What follows belongs to an exercise in optimizing a design on an open flow for small area, a short achievable clock period and few clock cycles; a production flow would make more cautious choices. The RTL was checked by simulation tests, not by an equivalence proof against the original design. Power figures rest on the tool's default switching activity, not on a simulated workload.

==> harbor <==
==> flow/design.v <==
module YK_Core(
    input  wire        clk,
    input  wire        reset,
    output wire        inst_sram_en,
    output wire [ 3:0] inst_sram_we,
    output wire [31:0] inst_sram_addr,
    output wire [31:0] inst_sram_wdata,
    input  wire [31:0] inst_sram_rdata,
    output wire        data_sram_en,
    output wire [ 3:0] data_sram_we,
    output wire [31:0] data_sram_addr,
    output wire [31:0] data_sram_wdata,
    input  wire [31:0] data_sram_rdata
);
    reg  [31:0] e_p, e_g;
    reg  [31:0] e_c;              
    reg  [ 4:0] e_rd;
    reg         e_we;             
    reg         e_add, e_slt, e_cs;
    reg         e_and, e_or, e_xor, e_nor;
    reg         e_shl, e_shr, e_sra;
    reg         e_mul, e_mulh;
    reg         e_link;           
    reg         e_ld, e_st;
    reg  [ 1:0] e_size;           
    reg         e_ldu;
    reg         e_jj;             
    reg         e_jirl;           
    reg         e_tbeq, e_tbne;   
    reg         e_tblt, e_tbge;   
    reg         e_mcyc;           
    reg  [48:0] e_acc;            
    reg  [32:0] e_ma;             
    reg  [26:0] e_bd;             
    reg  [26:0] e_bh;             
    reg  [ 4:0] e_sh;             
    reg         e_cin;            
    reg  [31:0] pc;               
    reg  [32:0] ka_g, ka_p;
    integer ki, kl;
    always @* begin
        ka_g = {e_g, e_cin};
        ka_p = {e_p, 1'b0};
        for (kl = 1; kl < 33; kl = kl * 2)
            for (ki = 32; ki >= kl; ki = ki - 1) begin
                ka_g[ki] = ka_g[ki] | (ka_p[ki] & ka_g[ki-kl]);
                ka_p[ki] = ka_p[ki] & ka_p[ki-kl];
            end
    end
    wire [31:0] sum     = e_p ^ ka_g[31:0];
    wire        ltu     = ~ka_g[32];
    wire        lt      = (e_cs & ~e_p[31]) ? e_g[31] : ltu;
    wire        eq      = &e_p;
    wire [31:0] a_rev;
    genvar gi;
    generate for (gi = 0; gi < 32; gi = gi + 1) begin : g_rev
        assign a_rev[gi] = e_p[31-gi];
    end endgenerate
    wire [31:0] sh_in  = e_shl ? a_rev : e_p;
    wire [32:0] sh_ext = {e_sra & e_p[31], sh_in};
    wire [32:0] sh_out = $signed(sh_ext) >>> e_sh;
    wire [31:0] sh_rev;
    generate for (gi = 0; gi < 32; gi = gi + 1) begin : g_rev2
        assign sh_rev[gi] = sh_out[31-gi];
    end endgenerate
    wire        [32:0] m_a  = e_ma;
    wire        [32:0] m_ad = e_mcyc ? e_acc[48:16] : 33'b0;
    localparam [48:0] M_K = 49'h1_5554_0000_0000;
    reg         [48:0] m_rows [0:9];
    integer mi;
    always @* begin
        for (mi = 0; mi < 9; mi = mi + 1) begin : booth
            reg one, two, neg;
            reg [33:0] x;
            one = e_bd[3*mi];
            two = e_bd[3*mi+1];
            neg = e_bd[3*mi+2];
            x   = (({34{one}} & {m_a[32], m_a}) | ({34{two}} & {m_a, 1'b0})) ^ {34{neg}};
            x[33] = ~x[33];
            m_rows[mi] = {15'b0, x} << (2*mi);
            if (mi > 0) m_rows[mi][2*mi-2] = e_bd[3*mi-1];
        end
        m_rows[0] = m_rows[0] | M_K;
        m_rows[9] = {15'b0, ~m_ad[32], m_ad[32], m_ad[31:0]};
    end
    function [97:0] csa;
        input [48:0] x, y, z;
        begin
            csa[48:0]  = x ^ y ^ z;
            csa[97:49] = {(x[47:0] & y[47:0]) | (x[47:0] & z[47:0]) | (y[47:0] & z[47:0]), 1'b0};
        end
    endfunction
    wire [97:0] t1a = csa(m_rows[0], m_rows[1], m_rows[2]);
    wire [97:0] t1b = csa(m_rows[3], m_rows[4], m_rows[5]);
    wire [97:0] t1c = csa(m_rows[6], m_rows[7], m_rows[8]);
    wire [97:0] t2a = csa(t1a[48:0], t1a[97:49], t1b[48:0]);
    wire [97:0] t2b = csa(t1b[97:49], t1c[48:0], t1c[97:49]);
    wire [97:0] t3a = csa(t2a[48:0], t2a[97:49], m_rows[9]);
    wire [97:0] t4a = csa(t3a[48:0], t3a[97:49], t2b[48:0]);
    wire [97:0] t5a = csa(t4a[48:0], t4a[97:49], t2b[97:49]);
    wire        [48:0] m_s = t5a[48:0] + t5a[97:49];
    wire        [31:0] mul_res = e_mulh ? m_s[47:16] : {m_s[15:0], e_acc[15:0]};
    wire [ 1:0] ba = sum[1:0];
    wire [ 7:0] ld_byte = ba[1] ? (ba[0] ? data_sram_rdata[31:24] : data_sram_rdata[23:16])
                                : (ba[0] ? data_sram_rdata[15: 8] : data_sram_rdata[ 7: 0]);
    wire [15:0] ld_half = ba[1] ? data_sram_rdata[31:16] : data_sram_rdata[15:0];
    wire [31:0] ld_res  = e_size[1] ? data_sram_rdata :
                          e_size[0] ? {{16{~e_ldu & ld_half[15]}}, ld_half} :
                                      {{24{~e_ldu & ld_byte[7]}}, ld_byte};
    wire [31:0] alu_res =
          ({32{e_add}} & sum)
        | {31'b0, e_slt & lt}
        | ({32{e_and}} & e_g)
        | ({32{e_or }} & (e_g | e_p))
        | ({32{e_xor}} & e_p)
        | ({32{e_nor}} & ~(e_g | e_p))
        | ({32{e_shl}} & sh_rev)
        | ({32{e_shr}} & sh_out[31:0])
        | ({32{e_link}} & e_c);
    wire [31:0] e_byp = e_ld ? ld_res : alu_res;
    wire [31:0] e_res = e_mul ? mul_res : e_byp;
    wire stall = e_mul & ~e_mcyc;
    wire        redirect = e_jj | (e_tbeq & eq) | (e_tbne & ~eq) | (e_tblt & lt) | (e_tbge & ~lt);
    wire [31:0] target   = e_jirl ? sum : e_c;
    wire [31:0] fetch_pc = redirect ? target : pc;
    assign data_sram_en    = e_ld | e_st;
    assign data_sram_addr  = sum;
    assign data_sram_we    = ~e_st ? 4'b0000 :
                             e_size[1] ? 4'b1111 :
                             e_size[0] ? (ba[1] ? 4'b1100 : 4'b0011) :
                             (4'b0001 << ba);
    assign data_sram_wdata = e_size[1] ? e_c :
                             e_size[0] ? {2{e_c[15:0]}} : {4{e_c[7:0]}};
    assign inst_sram_en    = 1'b1;
    assign inst_sram_we    = 4'b0;
    assign inst_sram_addr  = fetch_pc;
    assign inst_sram_wdata = 32'b0;
    reg  [31:0] rf [1:31];
    wire        rf_we = e_we & ~stall;
    always @(posedge clk) begin
        if (rf_we) rf[e_rd] <= e_res;
    end
    wire [31:0] ir = inst_sram_rdata;
    wire [4:0]  f_rd = ir[4:0];
    wire [4:0]  f_rj = ir[9:5];
    wire [4:0]  f_rk = ir[14:10];
    wire g_br   = ir[30];
    wire g_mem  = ~ir[30] & ir[29];
    wire g_u20  = ~ir[30] & ~ir[29] & ir[28];              
    wire g_i12  = ~ir[30] & ~ir[29] & ~ir[28] & ir[25];    
    wire g_shi  = ~ir[30] & ~ir[29] & ~ir[28] & ~ir[25] & ir[22];
    wire g_3r   = ~ir[30] & ~ir[29] & ~ir[28] & ~ir[25] & ~ir[22];
    wire d_jirl = g_br & ~ir[29] & ~ir[28];
    wire d_jmp  = g_br & ~ir[29] &  ir[28] & ~ir[27];      
    wire d_bl   = d_jmp & ir[26];
    wire d_bcc  = g_br & (ir[29] | (ir[28] & ir[27]));
    wire d_beq  = ~ir[29];
    wire d_st   = g_mem & ir[24];
    wire d_ld   = g_mem & ~ir[24];
    wire d_pcu  = g_u20 & ir[27];
    wire [4:0] f3 = ir[19:15];
    wire r_add  = g_3r & (f3 == 5'b00000);
    wire r_sub  = g_3r & (f3 == 5'b00010);
    wire r_slt  = g_3r & (f3 == 5'b00100);
    wire r_sltu = g_3r & (f3 == 5'b00101);
    wire r_nor  = g_3r & (f3 == 5'b01000);
    wire r_and  = g_3r & (f3 == 5'b01001);
    wire r_or   = g_3r & (f3 == 5'b01010);
    wire r_xor  = g_3r & (f3 == 5'b01011);
    wire r_sll  = g_3r & (f3 == 5'b01110);
    wire r_srl  = g_3r & (f3 == 5'b01111);
    wire r_sra  = g_3r & (f3 == 5'b10000);
    wire r_mul  = g_3r & f3[4] & f3[3];
    wire [2:0] f2 = ir[24:22];
    wire i_slt  = g_i12 & (f2 == 3'b000);
    wire i_sltu = g_i12 & (f2 == 3'b001);
    wire i_add  = g_i12 & (f2 == 3'b010);
    wire i_and  = g_i12 & (f2 == 3'b101);
    wire i_or   = g_i12 & (f2 == 3'b110);
    wire i_xor  = g_i12 & (f2 == 3'b111);
    wire d_shift = r_sll | r_srl | r_sra | g_shi;
    wire d_cin = r_sub | r_slt | r_sltu | i_slt | i_sltu | d_bcc;
    wire d_writes = g_3r | g_i12 | g_shi | g_u20 | d_ld | d_jirl | d_bl;
    wire [4:0] d_rd = d_bl ? 5'd1 : f_rd;
    wire d_we = d_writes & (d_rd != 5'd0);
    wire [4:0]  ra1 = f_rj;
    wire [4:0]  ra2 = g_3r ? f_rk : f_rd;
    reg  [31:0] rf1, rf2;
    integer ri;
    always @* begin
        rf1 = 32'b0;
        rf2 = 32'b0;
        for (ri = 1; ri < 32; ri = ri + 1) begin
            rf1 = rf1 | ({32{ra1 == ri}} & rf[ri]);
            rf2 = rf2 | ({32{ra2 == ri}} & rf[ri]);
        end
    end
    wire        by1 = e_we & (e_rd == ra1);
    wire        by2 = e_we & (e_rd == ra2);
    wire [31:0] v1  = by1 ? e_byp : rf1;
    wire [31:0] v2  = by2 ? e_byp : rf2;
    wire        use1 = ~g_u20 & ~d_jmp;
    wire        use2 = g_3r | d_bcc | d_st;
    wire        hazard = e_mul & e_mcyc & ((by1 & use1) | (by2 & use2));
    wire [31:0] si12  = {{20{ir[21]}}, ir[21:10]};
    wire [31:0] ui12  = {20'b0, ir[21:10]};
    wire [31:0] si20  = {ir[24:5], 12'b0};
    wire [31:0] offs16 = {{14{ir[25]}}, ir[25:10], 2'b0};
    wire [31:0] offs26 = {{4{ir[9]}}, ir[9:0], ir[25:10], 2'b0};
    wire        d_ms = ~ir[16] & v2[31];
    wire [18:0] d_mlo = {2'b00, v2[15:0], 1'b0};
    wire [18:0] d_mhi = {d_ms, d_ms, v2[31:16], 1'b0};
    reg  [26:0] d_bd_lo, d_bd_hi;
    integer di;
    always @* begin
        for (di = 0; di < 9; di = di + 1) begin
            d_bd_lo[3*di]   = d_mlo[2*di+1] ^ d_mlo[2*di];
            d_bd_lo[3*di+1] = (d_mlo[2*di+2] & ~d_mlo[2*di+1] & ~d_mlo[2*di]) | (~d_mlo[2*di+2] & d_mlo[2*di+1] & d_mlo[2*di]);
            d_bd_lo[3*di+2] = d_mlo[2*di+2] & ~(d_mlo[2*di+1] & d_mlo[2*di]);
            d_bd_hi[3*di]   = d_mhi[2*di+1] ^ d_mhi[2*di];
            d_bd_hi[3*di+1] = (d_mhi[2*di+2] & ~d_mhi[2*di+1] & ~d_mhi[2*di]) | (~d_mhi[2*di+2] & d_mhi[2*di+1] & d_mhi[2*di]);
            d_bd_hi[3*di+2] = d_mhi[2*di+2] & ~(d_mhi[2*di+1] & d_mhi[2*di]);
        end
    end
    wire [31:0] br_target = fetch_pc + (d_jmp ? offs26 : offs16);
    wire [31:0] pc4       = fetch_pc + 32'd4;
    wire [31:0] d_a = (d_pcu | d_bl) ? fetch_pc : (g_u20 ? 32'b0 : v1);
    wire [31:0] d_b = (g_3r | d_bcc) ? v2 :
                      g_u20          ? si20 :
                      d_jirl         ? offs16 :
                      d_bl           ? 32'd4 :
                      (g_i12 & ir[24]) ? ui12 : si12;
    wire [31:0] d_c = d_st ? v2 : d_jirl ? pc4 : br_target;
    wire [31:0] d_bx = d_shift ? 32'b0 : d_b ^ {32{d_cin}};
    always @(posedge clk) begin
        if (reset) begin
            pc     <= 32'h8000_0000;
            e_we   <= 1'b0;
            e_mul  <= 1'b0;
            e_mcyc <= 1'b0;
            e_ld   <= 1'b0;
            e_st   <= 1'b0;
            e_jj   <= 1'b0;
            e_tbeq <= 1'b0;
            e_tbne <= 1'b0;
            e_tblt <= 1'b0;
            e_tbge <= 1'b0;
        end else if (stall) begin
            e_mcyc <= 1'b1;
        end else if (hazard) begin
            e_we   <= 1'b0;
            e_mul  <= 1'b0;
            e_mcyc <= 1'b0;
            e_ld   <= 1'b0;
            e_st   <= 1'b0;
            e_jj   <= 1'b0;
            e_tbeq <= 1'b0;
            e_tbne <= 1'b0;
            e_tblt <= 1'b0;
            e_tbge <= 1'b0;
        end else begin
            pc     <= pc4;
            e_we   <= d_we;
            e_mul  <= r_mul;
            e_mcyc <= 1'b0;
            e_ld   <= d_ld;
            e_st   <= d_st;
            e_jj   <= d_jmp | d_jirl;
            e_tbeq <= d_bcc & d_beq & ~ir[26];
            e_tbne <= d_bcc & d_beq & ir[26];
            e_tblt <= d_bcc & ~d_beq & ~ir[26];
            e_tbge <= d_bcc & ~d_beq & ir[26];
        end
    end
    always @(posedge clk) begin
        if (!stall) begin
            e_rd   <= d_rd;
            e_mulh <= ir[15] | ir[16];
        end
    end
    always @(posedge clk) begin
        if (stall) begin
            e_bd <= e_bh;
        end else if (r_mul) begin
            e_ma <= {~ir[16] & v1[31], v1};
            e_bd <= d_bd_lo;
            e_bh <= d_bd_hi;
        end
    end
    always @(posedge clk) begin
        e_acc  <= m_s;
        e_p    <= d_a ^ d_bx;
        e_g    <= d_a & d_bx;
        e_cin  <= d_cin;
        e_sh   <= d_b[4:0];
        e_c    <= d_c;
        e_add  <= r_add | r_sub | i_add | g_u20 | g_mem | d_bl;
        e_slt  <= r_slt | i_slt | r_sltu | i_sltu;
        e_cs   <= r_slt | i_slt | (d_bcc & ~ir[27]);
        e_and  <= r_and | i_and;
        e_or   <= r_or | i_or;
        e_xor  <= r_xor | i_xor;
        e_nor  <= r_nor;
        e_shl  <= r_sll | (g_shi & ~ir[19] & ~ir[18]);
        e_shr  <= r_srl | r_sra | (g_shi & (ir[19] | ir[18]));
        e_sra  <= r_sra | (g_shi & ir[19]);
        e_link <= d_jirl;
        e_size <= ir[23:22];
        e_ldu  <= ir[25];
        e_jirl <= d_jirl;
    end
endmodule
==> flow/flow/run.sh <==
#!/bin/bash
# The standard layout, with timing repair aimed below the design's period:
# gate sizing at the floorplan, then sizing and buffering after CTS and global
# routing, each with a setup margin.
set -euo pipefail
SETUP_SLACK_MARGIN=13 bash standard.sh synth floorplan > flow_synth_floorplan.log 2>&1
SETUP_SLACK_MARGIN=12.5 bash standard.sh finish > flow_place_route.log 2>&1
==> flow/standard.sh <==
#!/bin/bash
# synth_recipe.tcl (not shown) runs the flow's synth.tcl, then flattens the netlist and writes it again
# the make line also repeats each setting of config.mk as NAME=value (left out here)
make -C /OpenROAD-flow-scripts/flow DESIGN_CONFIG=/design/flow/config.mk WORK_HOME=/design/flow/orfs CLKGATE_MAP_FILE= SYNTH_SCRIPT=/design/flow/synth_recipe.tcl "${@:-finish}"
==> flow/config.mk <==
export PLATFORM = sky130hd
export DESIGN_NAME = YK_Core
export DESIGN_NICKNAME = YK_Core
export VERILOG_FILES = /design/flow/design.v
export SDC_FILE = /design/flow/constraint.sdc
export NUM_CORES = 4
export LEC_CHECK = 0
export CAP_MARGIN = 20
export CORE_MARGIN = 2
export CORE_UTILIZATION = 45
export SLEW_MARGIN = 20
==> flow/constraint.sdc <==
create_clock -name core_clock -period 20.0 [get_ports {clk}]
set_input_delay 4.0000 -clock core_clock [delete_from_list [all_inputs] [get_ports {clk}]]
set_output_delay 4.0000 -clock core_clock [all_outputs]
set_load 0.01 [all_outputs]
==> nickel: changes against harbor <==
--- a/flow/flow/run.sh
+++ b/flow/flow/run.sh
@@ -5,3 +5,3 @@
 set -euo pipefail
 SETUP_SLACK_MARGIN=13 bash standard.sh synth floorplan > flow_synth_floorplan.log 2>&1
-SETUP_SLACK_MARGIN=12.5 bash standard.sh finish > flow_place_route.log 2>&1
+SETUP_SLACK_MARGIN=12.25 bash standard.sh finish > flow_place_route.log 2>&1
==> qor summary <==
                                                            nickel              harbor
Outcome                                    timing/DRC/antenna clean  timing/DRC/antenna clean
Reported net switching power                              0.00454 W           0.00470 W
Met2 usage                                                    58.7%               59.2%
Data required, critical path                               20.69 ns            16.00 ns
Syn-to-layout area delta                                      19.8%               22.5%
Clock network area share                                      4.92%               4.81%
Wire length reported by the detailed router               390000 um           399000 um
DRT met1 WL                                               131000 um           132000 um
Multi-input gate count                                         4810                4812
Fraction of area in multi-input gates                         43.4%               43.1%
Post-Route Hold Slack                                      0.486 ns            0.492 ns
Worst setup path endpoint                                   e_p[16]  inst_sram_addr[24]
Power density over the cells                             118 mW/mm2          119 mW/mm2
Endpoint of the most critical register-to-register path  rf[15][23]          rf[12][11]
Crit. path cell count                                            10                  14
Vias in the first global route                                67200               68400
Worst slew pin tran                                         1.25 ns             1.33 ns
Net count, final                                               7859                7993
Data arrival, critical path                                 8.69 ns             3.73 ns
Post-CTS repair timing setup buffer count                       177                 311
Relative slew margins                                         16.1%               11.2%
Combinational share of power                                  43.8%               45.5%
Testbench counts of harbor, summed over its fixed seeds: cycles 53,018.
Testbench counts of nickel, summed over its fixed seeds: cycles 53,018.

## re-timing with driven ports
How much do the figures lean on ideal ports? The routed layouts below were timed once more, with nothing changed but the port constraints. Step 1: set_driving_cell puts a clkbuf_16 on clk and a buf_2 on each other input, an assumption about the parent block. Step 2 adds t to the input delays and takes it off the output delays; t is the mean of the earliest and latest rising clock arrival at the registers after step 1. Input paths then give back, and output paths get back, about the clock's delay inside the block. Slacks: no drivers / after step 1 / after step 2; pairs: no drivers / after step 1.
| run | shift t [ns] | setup WS [ns] | worst setup path after step 2 | slew at the worst register clock pin (ns) | worst slew at a driven data input, ns |
|---|---|---|---|---|---|
| harbor | 0.888 | 12.265 / 12.183 / 11.516 | input to register | 0.07 / 0.07 | 0.10 |
| nickel | 0.885 | 11.999 / 12.036 / 11.151 | input to register | 0.07 / 0.07 | 0.11 |
After both steps setup and hold are still met in every run listed. For nickel, which loses most, drivers alone change the setup slack by +0.037 ns; drivers and shift together by -0.848 ns.
